This design comes from an exercise in tuning for small area on the open sky130 flow, not from production work.
Only simulation tests tie the RTL to the original design; equivalence was not proved.

Setup of job 3000:
// axi_servo_ctl
module axi_servo_ctl #
   (
    parameter integer C_AXI_DATA_WIDTH  = 32,
    parameter integer C_CLK_FREQ_HZ     = 100000000,
    parameter integer C_AXI_ADDR_WIDTH  = 32,
    parameter integer C_NUM_SERVOS      = 8,
    parameter integer C_PERIOD_US       = 20000,
    parameter integer C_DUTY_MIN_US     = 500,
    parameter integer C_DUTY_MAX_US     = 1800
)  (
    output wire [7:0]                     servo_ctl,
    input wire                            s_axi_aclk,
    input wire                            s_axi_aresetn,
    input wire [C_AXI_ADDR_WIDTH-1:0]     s_axi_awaddr,
    input wire [2:0]                      s_axi_awprot,
    input wire                            s_axi_awvalid,
    output wire                           s_axi_awready,
    input wire [C_AXI_DATA_WIDTH-1:0]     s_axi_wdata,
    input wire                            s_axi_wvalid,
    output wire                           s_axi_wready,
    output wire [1:0]                     s_axi_bresp,
    output reg                            s_axi_bvalid,
    input wire                            s_axi_bready,
    input wire [C_AXI_ADDR_WIDTH-1:0]     s_axi_araddr,
    input wire [2:0]                      s_axi_arprot,
    input wire                            s_axi_arvalid,
    output reg                            s_axi_arready,
    output reg [C_AXI_DATA_WIDTH-1:0]     s_axi_rdata,
    output wire [1:0]                     s_axi_rresp,
    output reg                            s_axi_rvalid,
    input wire                            s_axi_rready
    );
For scale: roughly 160 I/O pins, roughly 34000 um^2 of cells after synthesis.
clock: 10.0 ns
lec_check: 0
cap_margin: 0
core_margin: 2
core_utilization: 60
slew_margin: 0
standard.sh (not shown) runs the stock make flow with config.mk's settings and CLKGATE_MAP_FILE= SYNTH_SCRIPT=/design/flow/synth_recipe.tcl, a recipe that flattens the netlist after the stock synthesis.
==> flow/flow/run.sh <==
#!/bin/bash
# Layout flow: the standard ORFS flow (standard.sh) with three changes:
#  1. after the standard synthesis, the combinational gates are mapped again by ABC with an
#     area-oriented script (flow/reopt.tcl, flow/area.abc); the flip-flops are untouched. The
#     new netlist is used only if a SAT proof (flow/equiv.ys) shows it equal to the standard
#     one with the flip-flops cut into ports; otherwise the standard netlist is kept;
#  2. port buffers of the smallest buffer cell (buf_1);
#  3. a clock tree of clkbuf_8 leaf clusters without balancing dummy loads.
# Each tool writes its full output to a log in this folder (orfs/logs/... for ORFS steps).
set -euo pipefail
HERE=$PWD
FL=$HERE/flow
R=$HERE/orfs/results/$FLOW_PLATFORM/axi_servo_ctl/base
LIB=$FLOW_HOME/platforms/$FLOW_PLATFORM/lib/sky130_fd_sc_hd__tt_025C_1v80.lib
YOSYS=$(command -v yosys || echo "$FLOW_HOME/../tools/install/yosys/bin/yosys")

bash standard.sh synth > synth_make.log 2>&1

cp "$R/1_2_yosys.v" std_1_2_yosys.v
python3 "$FL/genmodels.py" "$LIB" cells.v > genmodels.log 2>&1
DONT_USE=$(make -s -C "$FLOW_HOME" DESIGN_CONFIG="$HERE/config.mk" print-DONT_USE_CELLS 2>/dev/null | sed 's/^DONT_USE_CELLS: //')
if LIBFILE="$LIB" CELLS_V=cells.v IN_V=std_1_2_yosys.v TOP="$FLOW_TOP" DONT_USE="$DONT_USE" \
     ABC_SCRIPT="$FL/area.abc" OUT_V=reopt.v "$YOSYS" -c "$FL/reopt.tcl" > reopt.log 2>&1 &&
   python3 "$FL/cutff.py" std_1_2_yosys.v std_cut.v > cutff.log 2>&1 &&
   python3 "$FL/cutff.py" reopt.v reopt_cut.v >> cutff.log 2>&1 &&
   "$YOSYS" "$FL/equiv.ys" > equiv.log 2>&1 &&
   grep -q "SAT proof finished - no model found: SUCCESS" equiv.log; then
  echo "using the re-mapped netlist" > reopt_used.txt
  cp reopt.v "$R/1_2_yosys.v"
  touch "$R/1_2_yosys.v"
else
  echo "re-mapping failed or was not proven; keeping the standard netlist" > reopt_used.txt
fi

bash standard.sh \
  "BUFFER_PORTS_ARGS=-buffer_cell sky130_fd_sc_hd__buf_1" \
  "CTS_ARGS=-sink_clustering_enable -repair_clock_nets -dont_use_dummy_load -buf_list sky130_fd_sc_hd__clkbuf_8 -sink_clustering_size 20 -sink_clustering_max_diameter 60" \
  finish > flow_make.log 2>&1
Other scripts of this flow, unchanged in this note and not shown: flow/flow/area.abc, flow/flow/cutff.py, flow/flow/equiv.ys, flow/flow/genmodels.py, flow/flow/reopt.tcl
Relative to job 3000, the following input files were edited for job 4752:
diff --git a/flow/flow/run.sh b/flow/flow/run.sh
--- a/flow/flow/run.sh
+++ b/flow/flow/run.sh
@@ -1,7 +1,9 @@
 #!/bin/bash
-# Layout flow: the standard ORFS flow (standard.sh) with three changes:
-#  1. after the standard synthesis, the combinational gates are mapped again by ABC with an
-#     area-oriented script (flow/reopt.tcl, flow/area.abc); the flip-flops are untouched. The
-#     new netlist is used only if a SAT proof (flow/equiv.ys) shows it equal to the standard
-#     one with the flip-flops cut into ports; otherwise the standard netlist is kept;
+# Layout flow: the standard ORFS flow (standard.sh) with these changes:
+#  1. synthesis is the standard flow's (synth_recipe.tcl), except that ABC uses an area-oriented script
+#     (flow/synth_area.tcl, flow/area.abc); registers are mapped before ABC, so they are the
+#     standard synthesis's. Then the combinational gates are mapped again by ABC with the same
+#     script (flow/reopt.tcl); the flip-flops are untouched. The re-mapped netlist is used only
+#     if a SAT proof (flow/equiv.ys) shows it equal to the synthesized one with the flip-flops
+#     cut into ports;
 #  2. port buffers of the smallest buffer cell (buf_1);
@@ -16,3 +18,9 @@
 
-bash standard.sh synth > synth_make.log 2>&1
+sed -e "s|@AREA_ABC@|$FL/area.abc|" -e "s|@FLOW_SYNTH@|$HERE/synth_recipe.tcl|" \
+  "$FL/synth_area.tcl" > synth_area_run.tcl
+if ! bash standard.sh "SYNTH_SCRIPT=$HERE/synth_area_run.tcl" synth > synth_make.log 2>&1; then
+  echo "area synthesis failed; running the standard synthesis" > synth_fallback.txt
+  rm -rf orfs
+  bash standard.sh synth > synth_std_make.log 2>&1
+fi
 
@@ -36,3 +44,3 @@
   "BUFFER_PORTS_ARGS=-buffer_cell sky130_fd_sc_hd__buf_1" \
-  "CTS_ARGS=-sink_clustering_enable -repair_clock_nets -dont_use_dummy_load -buf_list sky130_fd_sc_hd__clkbuf_8 -sink_clustering_size 20 -sink_clustering_max_diameter 60" \
+  "CTS_ARGS=-sink_clustering_enable -repair_clock_nets -dont_use_dummy_load -buf_list sky130_fd_sc_hd__clkbuf_8 -sink_clustering_size 16 -sink_clustering_max_diameter 50" \
   finish > flow_make.log 2>&1
==> flow/flow/synth_area.tcl (new file) <==
# The standard flow's synthesis script (synth_recipe.tcl: ORFS synthesis without the fsm and share passes,
# then flattened and renamed), with one change: ABC maps the combinational logic with the
# area-oriented script @AREA_ABC@ (run.sh fills in the paths) instead of ORFS's speed script. Registers are mapped
# before ABC runs, so they are the same as in the standard synthesis.
proc abc {args} {
  set i [lsearch $args -script]
  if { $i >= 0 } {
    set args [lreplace $args $i [expr {$i + 1}] -script {@AREA_ABC@}]
  }
  yosys abc {*}$args
}
source {@FLOW_SYNTH@}
[summary]
As of job 4752, cell area after layout had fallen by a few percent compared to job 3000.
Diff job 3000 -> job 4752: post-synthesis average cell area went up by about 16%, final cell count went down by 556.
Job 3000 → job 4752: met1 usage in global routing higher; antenna cell count higher; area of the multi-input gates lower; final weighted congestion in routability-driven placement higher.
Edits applied to the flow inputs when going from job 4752 to job 4662:
diff --git a/flow/flow/run.sh b/flow/flow/run.sh
--- a/flow/flow/run.sh
+++ b/flow/flow/run.sh
@@ -1,9 +1,7 @@
 #!/bin/bash
-# Layout flow: the standard ORFS flow (standard.sh) with these changes:
-#  1. synthesis is the standard flow's (synth_recipe.tcl), except that ABC uses an area-oriented script
-#     (flow/synth_area.tcl, flow/area.abc); registers are mapped before ABC, so they are the
-#     standard synthesis's. Then the combinational gates are mapped again by ABC with the same
-#     script (flow/reopt.tcl); the flip-flops are untouched. The re-mapped netlist is used only
-#     if a SAT proof (flow/equiv.ys) shows it equal to the synthesized one with the flip-flops
-#     cut into ports;
+# Layout flow: the standard ORFS flow (standard.sh) with three changes:
+#  1. after the standard synthesis, the combinational gates are mapped again by ABC with an
+#     area-oriented script (flow/reopt.tcl, flow/area.abc); the flip-flops are untouched. The
+#     new netlist is used only if a SAT proof (flow/equiv.ys) shows it equal to the standard
+#     one with the flip-flops cut into ports; otherwise the standard netlist is kept;
 #  2. port buffers of the smallest buffer cell (buf_1);
@@ -18,9 +16,3 @@
 
-sed -e "s|@AREA_ABC@|$FL/area.abc|" -e "s|@FLOW_SYNTH@|$HERE/synth_recipe.tcl|" \
-  "$FL/synth_area.tcl" > synth_area_run.tcl
-if ! bash standard.sh "SYNTH_SCRIPT=$HERE/synth_area_run.tcl" synth > synth_make.log 2>&1; then
-  echo "area synthesis failed; running the standard synthesis" > synth_fallback.txt
-  rm -rf orfs
-  bash standard.sh synth > synth_std_make.log 2>&1
-fi
+bash standard.sh synth > synth_make.log 2>&1
 
removed: flow/flow/synth_area.tcl
## What came out
Area added between synthesis and finish in job 4662 vs job 4752: down 0.46 points. Job 4752 → job 4662: max-slew violation count now sits at about the same level, clock buffer instance count of the final layout now sits lower, post-route core utilization now sits lower. Looking at start point of the critical path, the s_axi_araddr[4] result is from job 4752; the s_axi_araddr[5] one comes from job 4662.

## afterwards: timing with drivers on the ports
No port has a modelled driver above. Below, the same layouts with a new extraction and two added sets of constraints. Step 1 (the two cells are an assumption about what drives the block):
set clk [get_ports {s_axi_aclk}]
set_driving_cell -lib_cell sky130_fd_sc_hd__clkbuf_16 $clk
set_driving_cell -lib_cell sky130_fd_sc_hd__buf_2 [delete_from_list [all_inputs] $clk]
Step 2 times the ports against the registers' clock, not the clock port: input delays grow and output delays shrink by t, the midpoint of the rising clock arrivals with the driver on. a / b / c = ideal ports / drivers / drivers and shift; a / b = the first two.
run	t, ns	slack for setup (ns)	worst setup path at the end	slew at the worst register clock pin (ns)	worst data-port slew with drivers (ns)
job 3000	0.760	5.142 / 5.178 / 4.418	input to register	0.13 / 0.13	0.11
job 4752	0.725	5.019 / 4.997 / 4.272	input to register	0.10 / 0.10	0.10
job 4662	0.720	5.050 / 5.082 / 4.362	input to register	0.10 / 0.10	0.10
After both steps setup and hold are still met in every run listed. The setup slack of job 4752, which loses most, moves by -0.022 ns with the drivers and by -0.747 ns with both steps.
